Background: an optimization exercise with open tools, aiming at small area, a short achievable clock period and few clock cycles. Do not read the settings as production practice.
The RTL was checked by simulation tests, not by an equivalence proof against the original design.
Power figures rest on the tool's default switching activity, not on a simulated workload.

==> flow/design.v (outline; a module is shown in full before it is edited, if it fits) <==
// module milestone1: 1327 lines
module milestone1 (
		input logic clock,
		input logic Resetn,
		input logic Enable,
		output	logic [17:0] SRAM_address,
		output 	logic [15:0] SRAM_write_data,
		output	logic SRAM_we_n,
		input		logic [15:0] SRAM_read_data,
		output   logic M1_end
);
  // ...
==> flow/flow/run.sh <==
#!/bin/bash
# Standard layout, with the port buffers made from buf_4 cells instead of the
# default delay-buffer cells, and timing repair aiming at a 15 ns setup margin.
export BUFFER_PORTS_ARGS="-buffer_cell sky130_fd_sc_hd__buf_4"
export SETUP_SLACK_MARGIN=15
bash standard.sh > standard.log 2>&1
==> flow/standard.sh <==
#!/bin/bash
# synth_recipe.tcl (not shown) runs the flow's synth.tcl, then flattens the netlist and writes it again
# the make line also repeats each setting of config.mk as NAME=value (left out here)
make -C /OpenROAD-flow-scripts/flow DESIGN_CONFIG=/design/flow/config.mk WORK_HOME=/design/flow/orfs CLKGATE_MAP_FILE= SYNTH_SCRIPT=/design/flow/synth_recipe.tcl "${@:-finish}"
==> flow/config.mk <==
export PLATFORM = sky130hd
export DESIGN_NAME = milestone1
export DESIGN_NICKNAME = milestone1
export VERILOG_FILES = /design/flow/design.v
export SDC_FILE = /design/flow/constraint.sdc
export NUM_CORES = 4
export LEC_CHECK = 0
export CAP_MARGIN = 20
export CORE_MARGIN = 2
export CORE_UTILIZATION = 40
export SLEW_MARGIN = 20
==> flow/constraint.sdc <==
create_clock -name core_clock -period 20.0 [get_ports {clock}]
set_input_delay 4.0000 -clock core_clock [delete_from_list [all_inputs] [get_ports {clock}]]
set_output_delay 4.0000 -clock core_clock [all_outputs]
set_load 0.01 [all_outputs]
==> out/qor.txt, run 1 <==
Fraction of area in multi-input gates - 49.7%
Root cell of the clock tree - clkbuf_16
Critical path's largest stage delay - 0.39 ns
Startpoint Class - flip-flop
Hold Path Cell Cnt - 0
Reported max-cap violation count - 0
Share of cells above drive strength 1 - 12.8%
Hold Fails Final Rpt - 0
Detail Placement HPWL - 41800 µm
Worst-Skew Late Latency - 0.57 ns
Setup WS post-layout - 14.92 ns
#FFs+latches synth - 312
Drt first-iter violations - 920
Synthesized area per cell - 10.8 µm²
Hold WC Path Type - reg2reg
Reg2reg start - fsel
Largest family of logic cells by synthesized area - adder cells
Sequential cell area share - 33.0%
DRT antenna net count - 0
Final clock-cell share - 4.69%
Setup CP Type - reg2out
Status - no timing/DRC/antenna violations
Slew Limit Fails - 0
Synth top area share - 22.0%
Internal - 1.17 mW
Die H - 235 µm
# IOs - 55
Design Area, Final - 23900 µm²
Hold_buf cts - 0
Fraction of registers with async set or reset after synthesis - 1.92%
CP Capture Point - M1_end
Sw Ratio - 26.8%
Pre-CTS setup slack - 14.54 ns
Finished Core Util - 45.5%
Final WL - 53300 µm
Clock network fraction of total power - 39.3%
Setup Buffers After CTS - 2
Via count - 14100
Post-synthesis compound-gate area fraction - 9.28%
Largest regs - SRAM_address: 18 flops, rgb_addr: 18 flops
GRT met1 Usage - 26.5%
Residual DRC - 0
CP bufs+invs - 1
Syn Inst Count - 1973
Testbench counts, summed over its fixed seeds: cycles 774,748.
==> run 2, diff against run 1 <==
--- a/flow/config.mk
+++ b/flow/config.mk
@@ -9,3 +9,5 @@
 export CORE_MARGIN = 2
 export CORE_UTILIZATION = 40
+export CTS_CLUSTER_DIAMETER = 120
+export CTS_CLUSTER_SIZE = 22
 export SLEW_MARGIN = 20
==> run 2 against run 1 <==
Total power shrank 15%. Combinational power down 2%. Via count shrank 0.69%. Critical path depth stayed put.
==> out/qor.txt, run 2 <==
Critical path's largest stage delay - 0.40 ns (was 0.39 ns)
Num rows - 84 (unchanged)
Die H - 235 µm (unchanged)
Synth top area share - 22.0% (unchanged)
Clock H-tree levels - 1 (was 2)
Slew Limit Fails - 0 (unchanged)
Measured slew at the worst slew-check pin - 1.09 ns (was 1.10 ns)
Diodes inserted - 0 (unchanged)
GR peak layer - met2 (unchanged)
# IOs - 55 (unchanged)
Final WL - 53000 µm (was 53300 µm)
Setup CP Type - reg2out (unchanged)
Commonest cells after routing, fill and taps aside - inv_1 (377), fa_1 (220), ha_1 (157), edfxtp_1 (156), nand2_1 (132) (unchanged)
Worst-Skew Late Latency - 0.55 ns (was 0.57 ns)
#FFs+latches synth - 312 (unchanged)
Largest net degree at the start of global routing - 42 (unchanged)
Yosys cell types - 87 (unchanged)
Worst path slowest cell - dfrtp_1 (unchanged)
Die Area - 55100 µm² (unchanged)
Global-route wire length before repair - 82600 µm (was 83400 µm)
Largest regs - SRAM_address: 18 flops, rgb_addr: 18 flops (unchanged)
M2 GR Usage - 32.3% (was 32.1%)
Warning count from the yosys run - 1 (unchanged)
PortBufs - 54 (unchanged)
Worst path required time - 16.00 ns (about the same)
WHS Endpoint - up0[0] (was vp3[6])
Leakage - 10.6 nW (was 10.9 nW)
Synth-to-layout area growth - 9.32% (was 12.4%)
Most common cell after layout, fill and taps aside - inv_1 (unchanged)
Worst vdd ir - 0.0543 mV (was 0.0653 mV)
Hold_buf cts - 0 (unchanged)
Max-slew headroom - 27.5% (was 26.7%)
Post-synth EDFFs - 156 (unchanged)
PD cells - 58.4 nW/µm² (was 66.8 nW/µm²)
Vias/cell - 5.15 (was 5.12)
Vias in the first global route - 14400 (was 14600)
Post-layout nets - 2413 (was 2431)
Residual DRC - 0 (unchanged)
Worst Path Max Fanout - 2 (unchanged)
Num CTS Buffers - 18 (was 35)
Startpoint Class - flip-flop (unchanged)
Initial antenna violation count - 2 (unchanged)
Largest cells by area after synthesis - edfxtp_1 (22%), fa_1 (21%), dfxtp_1 (14%), ha_1 (9.3%), inv_1 (6.7%) (unchanged)
CP bufs+invs - 1 (unchanged)
Syn Inst Count - 1973 (unchanged)
Hold Fails Final Rpt - 0 (unchanged)
Minimum clock period - 5.08 ns (about the same)
TNS Setup - 0 ns (unchanged)
Die width - 235 µm (unchanged)
Reg-to-reg endpoint - f_hb[3] (was f_hb[2])
Worst r2r path cells - 16 (was 18)
FILL cells - 4920 (was 4854)
Worst reg2reg setup slack - 15.20 ns (was 15.17 ns)
Num Clock Sinks - 312 (unchanged)
Detail Placement HPWL - 41800 µm (unchanged)
Crit end category - output pin (unchanged)
Cells along the critical path - buf_6 (unchanged)
Core footprint - 52600 µm² (unchanged)
Reg2reg start - fsel (unchanged)
Final Skew - 0.0334 ns (was 0.0293 ns)
GRT Util Overall - 19.1% (was 19.4%)
Met3 usage - 2.04% (was 3.16%)
GRT met1 Usage - 26.5% (about the same)
Status - no timing/DRC/antenna violations (unchanged)
Hold WC Path Type - reg2reg (unchanged)
RSZ-0062 raised after global routing - yes (unchanged)
Hold Crit Start - up1[0] (was vp4[6])
Share of cells above drive strength 1 - 10.9% (was 12.8%)
Critical Path Start - M1_end (unchanged)
Syn nets - 2370 (unchanged)
Post-synth top area cell - edfxtp_1 (unchanged)
Drt first-iter violations - 984 (was 920)
Crit path max-delay family - flip-flops (unchanged)
FMAX - 197 MHz (about the same)
DRT antenna net count - 0 (unchanged)
Most common cell in the netlist - inv_1 (unchanged)
Hold_ws - 0.443 ns (was 0.436 ns)
Initial core utilization - 40.5% (unchanged)
CP Data Arrival Time - 1.08 ns (about the same)
Most used DFF post-synth - edfxtp_1 (unchanged)
Cell Area, Synth - 21300 µm² (unchanged)
Commonest cells in the netlist - inv_1 (378), fa_1 (220), ha_1 (158) (unchanged)
Reported max-cap violation count - 0 (unchanged)
CTS tree - built (unchanged)
Router iterations before antenna repair - 7 (was 5)
Overflow after GRT - 0 (unchanged)
Via count - 14000 (was 14100)
Fraction of registers with async set or reset after synthesis - 1.92% (unchanged)
Synthesized area per cell - 10.8 µm² (unchanged)
RePlAce Congestion - 0.943 (unchanged)
WL/cell - 19.5 µm (was 19.4 µm)
Sequential element share of the synthesized area - 36.8% (unchanged)
Final worst-path cycle share - 25.4% (about the same)
Root cell of the clock tree - clkbuf_16 (unchanged)
CTS clk-pin slew, worst paths - 0.10 ns (was 0.07 ns)
Hold Path Cell Cnt - 0 (unchanged)
# setup viols final - 0 (unchanged)
Clock Path Buffers - 3 (unchanged)
run 2: cell count changes in the layout (fill, tap and decap cells not counted), sizes merged:
cell,change
clkbuf,-16
clkinv,-8
clkinvlp,-6
buf,-1
bufinv,-1
inv,-1
run 2: how the worst max path moves through the flow:
stage / end / cells after the start
floorplan: f_lc / 19
global placement: l_lc / 14
detailed placement: l_lc / 14
CTS: M1_end / 1
global route: M1_end / 1
finish: M1_end / 1
run 2: final cells by class:
cell class	count	area (µm²)	area share [%]
Timing Repair Buffer	71	706	3.03
Clock inverter	4	38.8	0.167
Clock buffer	28	488	2.10
Multi-Input combinational cell	1233	11900	51.0
Sequential cell	312	7880	33.9
Inverter	380	1430	6.13
Tap cell	688	861	3.70
run 2: cell families (layout without fill, tap and decap cells):
group | count (synthesis) | count (layout) | share of synthesized area, %
buf+inv | 428 | 483 | 7.64
simple gates | 396 | 396 | 8.91
flops | 312 | 312 | 36.8
fa+ha+maj | 380 | 380 | 30.1
xor+xnor | 87 | 87 | 3.58
compound gates | 298 | 298 | 9.28
mux | 72 | 72 | 3.75
run 2: metrics by stage:
stage	utilization, %	setup WS [ns]	total power, mW	instance area [µm²]	cells
final	44.3	14.92	1.36	23300	2716
after global routing	44.3	14.87	1.42	23300	2716
after CTS	44.0	14.89	1.36	23100	2712
after detailed placement	42.7	14.54	0.969	22500	2678
after global placement	42.7	14.60	0.964	22500	2678
after floorplan	-	15.02	0.884	21300	1973
run 2: what timing repair did:
item / in CTS / in global routing
resized for setup: 43 / 37
buffers inserted: 2 / 2
endpoints found under the setup margin: 27 / 38
cloned: 0 / 2
pin swaps: 1 / 5
run 2: per-layer routing:
layer | share of wire, % | vias to the layer above | routed length (µm)
met4 | 2.4 | 2 | 1290
met1 | 45 | 6999 | 23900
met5 | 0.030 | - | 16
met3 | 4.2 | 84 | 2220
met2 | 48 | 349 | 25600
li1 | - | 6555 | -
run 2: where the power goes:
group / switching [mW] / leakage, nW / internal (mW)
registers: 0.0144 / 2.91 / 0.704
logic: 0.137 / 7.41 / 0.106
clock network: 0.225 / 0.253 / 0.173
total: 0.377 / 10.6 / 0.984
==> run 3, diff against run 2 <==
==> flow/flow/run.sh (replaced) <==
#!/bin/bash
# Standard layout, with the port buffers made from buf_2 cells instead of the
# default delay-buffer cells, and timing repair aiming at a 14.9 ns setup margin.
export BUFFER_PORTS_ARGS="-buffer_cell sky130_fd_sc_hd__buf_2"
export SETUP_SLACK_MARGIN=14.9
bash standard.sh > standard.log 2>&1
==> run 3 against run 2 <==
Sequential power shrank 0.7%. First-iteration DRC count shrank 16%. Clock skew shrank 0.0065 ns. Critical path type unchanged. Global-route usage shrank 0.32 points. Combinational power shrank 5%. Maximum frequency shrank 0.11%. Core utilization shrank 0.67 points.
==> out/qor.txt, run 3 <==
Most used DFF post-synth - edfxtp_1 (unchanged)
Fraction of registers with async set or reset after synthesis - 1.92% (unchanged)
Internal - 969 µW (was 984 µW)
Syn nets - 2370 (unchanged)
CP bufs+invs - 1 (unchanged)
Most common cell after layout, fill and taps aside - inv_1 (unchanged)
Overflow after GRT - 0 (unchanged)
Vias/cell - 5.10 (was 5.15)
Residual DRC - 0 (unchanged)
GRT met1 Usage - 25.7% (was 26.5%)
Num rows - 84 (unchanged)
Global-route wire length before repair - 81500 µm (was 82600 µm)
Synthesized area per cell - 10.8 µm² (unchanged)
Worst r2r path cells - 18 (was 16)
Hold Fails Final Rpt - 0 (unchanged)
GR peak layer - met2 (unchanged)
Core footprint - 52600 µm² (unchanged)
FMAX - 197 MHz (about the same)
Router iterations before antenna repair - 5 (was 7)
Vias in the first global route - 14200 (was 14400)
RePlAce Congestion - 0.925 (was 0.943)
Final WL - 52000 µm (was 53000 µm)
Post-layout nets - 2411 (was 2413)
Slew Limit Fails - 0 (unchanged)
Worst path slowest cell - dfrtp_1 (unchanged)
DRT antenna net count - 0 (unchanged)
Sw Ratio - 27.9% (was 27.7%)
Die Area - 55100 µm² (unchanged)
Diodes inserted - 0 (unchanged)
CP Capture Point - M1_end (unchanged)
Worst vdd ir - 0.0556 mV (was 0.0543 mV)
GRT Util Overall - 18.8% (was 19.1%)
RSZ-0062 raised after global routing - yes (unchanged)
Flop pwr share - 53.1% (was 52.8%)
#FFs+latches synth - 312 (unchanged)
Net Switching - 375 µW (was 377 µW)
Post-synth top area cell - edfxtp_1 (unchanged)
Leakage - 10.5 nW (was 10.6 nW)
Status - no timing/DRC/antenna violations (unchanged)
# IOs - 55 (unchanged)
Largest cells by area after synthesis - edfxtp_1 (22%), fa_1 (21%), dfxtp_1 (14%), ha_1 (9.3%), inv_1 (6.7%) (unchanged)
# setup viols final - 0 (unchanged)
Clock Path Buffers - 3 (unchanged)
Critical Path Start - M1_end (unchanged)
Crit end category - output pin (unchanged)
Share of cells above drive strength 1 - 9.13% (was 10.9%)
Final Skew - 0.0269 ns (was 0.0334 ns)
Largest regs - SRAM_address: 18 flops, rgb_addr: 18 flops (unchanged)
Met3 usage - 2.19% (was 2.04%)
Cell Area, Synth - 21300 µm² (unchanged)
Critical path's largest stage delay - 0.40 ns (about the same)
Root cell of the clock tree - clkbuf_16 (unchanged)
Sequential element share of the synthesized area - 36.8% (unchanged)
Via count - 13800 (was 14000)
Drt first-iter violations - 830 (was 984)
Most common cell in the netlist - inv_1 (unchanged)
Clock network fraction of total power - 29.7% (was 29.3%)
Worst-Skew Late Latency - 0.55 ns (about the same)
Detail Placement HPWL - 41600 µm (was 41800 µm)
CP Data Arrival Time - 1.09 ns (was 1.08 ns)
Die H - 235 µm (unchanged)
CTS tree - built (unchanged)
Num Clock Sinks - 312 (unchanged)
Crit path max-delay family - flip-flops (unchanged)
Hold Path Cell Cnt - 0 (unchanged)
Startpoint Class - flip-flop (unchanged)
Critical path depth - 1 (unchanged)
Max-slew headroom - 24.1% (was 27.5%)
Minimum clock period - 5.09 ns (was 5.08 ns)
Setup CP Type - reg2out (unchanged)
Synth-to-layout area growth - 7.66% (was 9.32%)
Measured slew at the worst slew-check pin - 1.13 ns (was 1.09 ns)
Warning count from the yosys run - 1 (unchanged)
Final worst-path cycle share - 25.4% (about the same)
Yosys cell types - 87 (unchanged)
Fin cells - 2714 (was 2716)
Finished Core Util - 43.6% (was 44.3%)
Syn Inst Count - 1973 (unchanged)
Initial core utilization - 40.5% (unchanged)
M2 GR Usage - 31.8% (was 32.3%)
Worst Path Max Fanout - 2 (unchanged)
PD cells - 58.6 nW/µm² (was 58.4 nW/µm²)
Commonest cells in the netlist - inv_1 (378), fa_1 (220), ha_1 (158) (unchanged)
Hold WC Path Type - reg2reg (unchanged)
Clock H-tree levels - 1 (unchanged)
Worst reg2reg setup slack - 15.20 ns (about the same)
WL/cell - 19.1 µm (was 19.5 µm)
Reported max-cap violation count - 0 (unchanged)
Worst path required time - 16.00 ns (about the same)
Synth top area share - 22.0% (unchanged)
Post-synth EDFFs - 156 (unchanged)
CTS clk-pin slew, worst paths - 0.10 ns (about the same)
Placed cells - 2678 (unchanged)
Reg-to-reg endpoint - f_lc (was f_hb[3])
Die width - 235 µm (unchanged)
PortBufs - 54 (unchanged)
Largest net degree at the start of global routing - 42 (unchanged)
TNS Setup - 0 ns (unchanged)
Commonest cells after routing, fill and taps aside - inv_1 (378), fa_1 (220), ha_1 (157), edfxtp_1 (156), dfxtp_1 (146) (was inv_1 (377), fa_1 (220), ha_1 (157), edfxtp_1 (156), nand2_1 (132))
Num CTS Buffers - 18 (unchanged)
Reg2reg start - fsel2 (was fsel)
Initial antenna violation count - 0 (was 2)
Cells along the critical path - buf_6 (unchanged)
Logic pwr share - 17.2% (was 17.9%)
[run 3: power groups by stage]
stage,registers (mW),clock network (mW),logic [mW]
global route,0.718,0.430,0.253
finish,0.714,0.399,0.231
CTS,0.715,0.413,0.233
global placement,0.728,0,0.230
detailed placement,0.730,0,0.231
floorplan,0.736,0,0.148
[run 3: kinds of logic after synthesis]
kind of cell	after synthesis	synth area share (%)
buffers and inverters	428	7.64
and+or+nand+nor	396	8.91
adders and majority gates	380	30.1
DFF	312	36.8
AOI/OAI and AO/OA	298	9.28
xor gates and xnor gates	87	3.58
muxes	72	3.75
[run 3: layer usage]
layer	routed length (µm)	vias to the layer above
met1	23400	6922
met3	1850	64
met5	0	-
met4	1370	0
li1	-	6557
met2	25300	289
[run 3: final cells by class]
type                            count  area, µm²
Inverter                          380       1430
Multi-Input combinational cell   1233      11900
Tap cell                          688        861
Sequential cell                   312       7840
Clock buffer                       30        495
Clock inverter                      2       36.3
Fill cell                        4995      29600
Timing Repair Buffer               69        402
[run 3: metrics by stage]
stage	hold WS, ns	instance area (µm²)	worst slack (ns)	total power, mW
floorplan	0.420	21300	15.02	0.884
global placement	0.429	22300	14.99	0.958
detailed placement	0.432	22300	14.96	0.960
CTS	0.453	22900	14.89	1.36
global route	0.464	22900	14.88	1.40
finish	0.451	22900	14.91	1.34
[run 3: worst min-delay path by stage]
stage | startpoint | endpoint | slack (ns)
6_report | up1[7] | up0[7] | 0.45
3_3_place_gp | up1[7] | up0[7] | 0.43
5_1_grt | vp3[6] | vp2[6] | 0.46
4_1_cts | up1[7] | up0[7] | 0.45
3_5_place_dp | up2[5] | up1[5] | 0.43
2_1_floorplan | vp1[0] | vp0[0] | 0.42
[run 3: repair_timing]
item	in CTS	in global routing
setup buffers	0	3
pin swaps	0	2
gates cloned	0	0
hold buffers	0	0
setup endpoints to repair	2	8
gates resized for setup	3	11

## re-timing with driven ports
Ports are ideal in the flow. The routed layouts listed here were re-timed in OpenROAD. Step 1: set_driving_cell puts a clkbuf_16 on clock and a buf_2 on each other input, an assumption about the parent block. Step 2 also shifts input and output timing later by t, the mid clock arrival at the registers, as if the neighbouring blocks saw the same clock. Slacks: no drivers / after step 1 / after step 2; pairs: no drivers / after step 1.
run	shift t [ns]	setup WS [ns]	worst data-port slew with drivers (ns)
run 1	0.611	14.920 / 14.861 / 15.098	0.07
run 2	0.591	14.919 / 14.864 / 15.111	0.07
run 3	0.605	14.913 / 14.851 / 15.092	0.09
After both steps every run listed still meets setup and hold.
